From an optimization exercise on the open Yosys and OpenROAD flow, aimed at small area, a short achievable clock period and few clock cycles per item; shortcuts taken in it are not production practice. The RTL was checked by simulation tests, not by an equivalence proof against the original design.

alpha:
Design ebpc_decoder, start of the top module:
module ebpc_decoder
  (
   input logic                     clk_i,
   input logic                     rst_ni,
   input logic [DATA_W-1:0]        bpc_i,
   input logic                     bpc_last_i,
   input logic                     bpc_vld_i,
   output logic                    bpc_rdy_o,
   input logic [DATA_W-1:0]        znz_i,
   input logic                     znz_last_i,
   input logic                     znz_vld_i,
   output logic                    znz_rdy_o,
   input logic [LOG_MAX_WORDS-1:0] num_words_i,
   input logic                     num_words_vld_i,
   output logic                    num_words_rdy_o,
   output logic [DATA_W-1:0]       data_o,
   output logic                    last_o,
   output logic                    vld_o,
   input logic                     rdy_i
   );
  logic [23:0] cnt_q;
  logic        act_q, fin_q, nxt_q;
  logic [7:0]  z0_q, z1_q, z2_q;
  logic        zv0_q, zv1_q, zv2_q;
  logic        zl0_q, zl1_q, zl2_q;
  logic [7:0]  zp_q;
  logic [3:0]  zc_q;
  logic        zrun_q;         
  logic        fv0_q, fv1_q, fn0_q, fn1_q, fe0_q, fe1_q;
  logic [7:0]  od0_q, od1_q;
  logic        ov0_q, ov1_q, ol0_q, ol1_q;
  logic [7:0]  b0_q, b1_q, b2_q;
  logic        bv0_q, bv1_q, bv2_q;
  logic        bl0_q, bl1_q, bl2_q;
  logic [7:0]  bp_q;
  logic        inbase_q;       
  logic [3:0]  k_q;            
  logic [6:0]  pl_q [8];       
  logic [7:0]  base_q;
  logic        dfull_q;        
  logic [7:0]  acc_q;
  logic [7:0]  row_q [7];
  logic [7:0]  om_q;           
  logic        ov_q;
  logic        adv, odone, ld_out;
  function automatic logic [7:0] window8(input logic [7:0] s0, input logic [7:0] s1,
                                         input logic [7:0] p);
    logic [15:0] c;
    c = {s0, s1};
    window8 = '0;
    for (int j = 0; j < 8; j++)
      for (int i = 0; i < 8; i++)
        window8[7-j] = window8[7-j] | (p[i] & c[15-i-j]);
  endfunction
  logic [7:0]  zwin;
  logic        zbit, zrun, zsym_ok, zadv;
  logic [3:0]  zcnt;
  assign zwin    = window8(z0_q, z1_q, zp_q);
  assign zbit    = zwin[7];
  assign zcnt    = zwin[6:3];
  assign zrun    = zrun_q;
  assign zsym_ok = zv0_q && (zv1_q || zl0_q);
  assign zadv    = act_q && !fv1_q && (zrun || zsym_ok);
  logic nwr_q;
  ...
Size in the first run: about 1,100 cells after synthesis, ~61 I/O pins, roughly 0.013 mm² of cells after synthesis.
clock: 12.0 ns
lec_check: 0
cap_margin: 20
core_margin: 2
core_utilization: 40
place_density: 0.6
slew_margin: 20
standard.sh (not shown) runs the stock make flow with config.mk's settings and CLKGATE_MAP_FILE= SYNTH_SCRIPT=/design/flow/synth_recipe.tcl, a recipe that flattens the netlist after the stock synthesis.
==> flow/flow/run.sh <==
#!/bin/bash
# Standard ORFS layout with timing repair aiming for extra setup slack and
# plain buffers on the ports (the clock period and constraints are unchanged).
set -euo pipefail
bash standard.sh SETUP_SLACK_MARGIN=8 'BUFFER_PORTS_ARGS=-buffer_cell sky130_fd_sc_hd__buf_2' finish > standard_flow.log 2>&1
alpha finished end to end and its layout was clean on timing, DRC and antenna.
Testbench counts of alpha, summed over its fixed seeds: cycles 29,214, words 28,155.
> inputs changed (alpha -> beta)
==> flow/flow/run.sh <==
#!/bin/bash
# Standard ORFS layout with timing repair aiming for extra setup slack and
# plain buffers on the ports (the clock period and constraints are unchanged).
set -euo pipefail
bash standard.sh SETUP_SLACK_MARGIN=8.4 'BUFFER_PORTS_ARGS=-buffer_cell sky130_fd_sc_hd__buf_2' finish > standard_flow.log 2>&1
Findings:
Comparing non-clock buffer contribution to total cell area for beta and alpha, the bigger number came from beta.
The hold slack on beta is in line with that on alpha.

---

## lane 1
Another version of the RTL of ebpc_decoder (not shown whole).
Size: roughly 1000 cells after synthesis, ~260 flip-flops, ~12000 um^2 of cells after synthesis.
Settings: LEC_CHECK=0, CAP_MARGIN=20, CORE_MARGIN=2, CORE_UTILIZATION=40, CTS_CLUSTER_DIAMETER=120, CTS_CLUSTER_SIZE=25, PLACE_DENSITY=0.6, SLEW_MARGIN=20; clock period 12.0 ns.
run.sh (not shown) runs the stock make flow with config.mk's settings and CLKGATE_MAP_FILE= SYNTH_SCRIPT=/design/flow/synth_recipe.tcl, a recipe that flattens the netlist after the stock synthesis.
Stock flow here: none of the scripts above is used.
Testbench counts of lane 1, summed over its fixed seeds: cycles 29,214, words 28,155.
Here is what was changed in the inputs of lane 2 compared with lane 1.
Settings: TNS_END_PERCENT newly set to 10.
==> flow/flow/run.sh (new file) <==
#!/bin/bash
# Standard ORFS layout with timing repair aiming for extra setup slack and
# plain buffers on the ports (the clock period and constraints are unchanged).
set -euo pipefail
bash standard.sh SETUP_SLACK_MARGIN=8.4 'BUFFER_PORTS_ARGS=-buffer_cell sky130_fd_sc_hd__buf_2' finish > standard_flow.log 2>&1
==> flow/standard.sh (new file) <==
#!/bin/bash
# synth_recipe.tcl (not shown) runs the flow's synth.tcl, then flattens the netlist and writes it again
# the make line also repeats each setting of config.mk as NAME=value (left out here)
make -C /OpenROAD-flow-scripts/flow DESIGN_CONFIG=/design/flow/config.mk WORK_HOME=/design/flow/orfs CLKGATE_MAP_FILE= SYNTH_SCRIPT=/design/flow/synth_recipe.tcl "${@:-finish}"
removed: flow/run.sh
Findings:
Diff lane 1 -> lane 2 | detailed-route via count | up slightly. Comparing lane 1 and lane 2, via density per instance is higher on lane 2. Lane 2 against lane 1: placed wire-length estimate shows an increase of about 0.43%, clock tree buffer depth about even. Sum of routed wire length over all layers across lane 1 and lane 2: no real change. Lane 2 ends up with a number of cells on the worst reg-to-reg path that is 1 higher than in lane 1.
Modified inputs, lane 3 compared to lane 2
Settings: TNS_END_PERCENT: 10 -> unset.
==> flow/flow/run.sh <==
#!/bin/bash
# Standard ORFS layout with timing repair aiming for extra setup slack and
# plain buffers on the ports (the clock period and constraints are unchanged).
set -euo pipefail
bash standard.sh SETUP_SLACK_MARGIN=8.55 'BUFFER_PORTS_ARGS=-buffer_cell sky130_fd_sc_hd__buf_2' finish > standard_flow.log 2>&1
[summary]
Post-route worst hold slack essentially unchanged between lane 3 and lane 2. Achievable frequency in lane 3 is 0.0083 GHz higher than in lane 2. Lane 3 vs. lane 2: fraction of met1 tracks used by global routing stayed essentially flat, shortest period the worst path allows lower. Between lane 2 and lane 3, the difference in total nets after synthesis is negligible. Number of flip-flops and latches: lane 2 vs lane 3 identical.
Edits applied to the flow inputs when going from lane 3 to lane 4:
==> flow/flow/run.sh <==
#!/bin/bash
# Standard ORFS layout with timing repair aiming for extra setup slack and
# plain buffers on the ports (the clock period and constraints are unchanged).
set -euo pipefail
bash standard.sh SETUP_SLACK_MARGIN=8.3 'BUFFER_PORTS_ARGS=-buffer_cell sky130_fd_sc_hd__buf_2' finish > standard_flow.log 2>&1
Findings:
Relative to lane 3, the non-clock buffer count of lane 4 is lower by about 24%.
Taking lane 3 as the reference, in lane 4 worst hold margin -0.0059 ns; routed wire length has remained practically unchanged; overflow left after global routing neither gained nor lost much; register-to-register slack has decreased.

==> port drivers added, routing unchanged <==
The results above use ideal ports. As a check the final layouts listed here were re-extracted and re-timed, cells and wires unchanged. Step 1, drivers: a clkbuf_16 drives clk_i and a buf_2 each remaining input, both assumed. Step 2, shift: input delay + t, output delay - t, t = (earliest + latest rising clock arrival at the registers) / 2. This alone moves slack from input paths to output paths. a / b / c = ideal / step 1 / step 2; a / b = the first two.
| run | t, ns | setup slack, ns | worst setup path at the end | slew at the worst register clock pin (ns) | pins driven straight from the clock port |
|---|---|---|---|---|---|
| alpha | 0.587 | 8.210 / 8.210 / 7.868 | input to register | 0.07 / 0.07 | 1 |
| beta | 0.556 | 8.426 / 8.379 / 8.095 | input to register | 0.06 / 0.06 | 1 |
| lane 1 | 0.530 | 7.444 / 7.461 / 6.931 | input to register | 0.10 / 0.10 | 1 |
| lane 2 | 0.526 | 8.405 / 8.427 / 7.901 | input to register | 0.11 / 0.11 | 1 |
| lane 3 | 0.530 | 8.510 / 8.463 / 8.140 | input to register | 0.11 / 0.11 | 1 |
| lane 4 | 0.534 | 8.441 / 8.442 / 7.933 | input to register | 0.10 / 0.10 | 1 |
After both steps every run listed still meets setup and hold. For lane 1, which loses most, drivers alone change the setup slack by +0.017 ns; drivers and shift together by -0.513 ns.
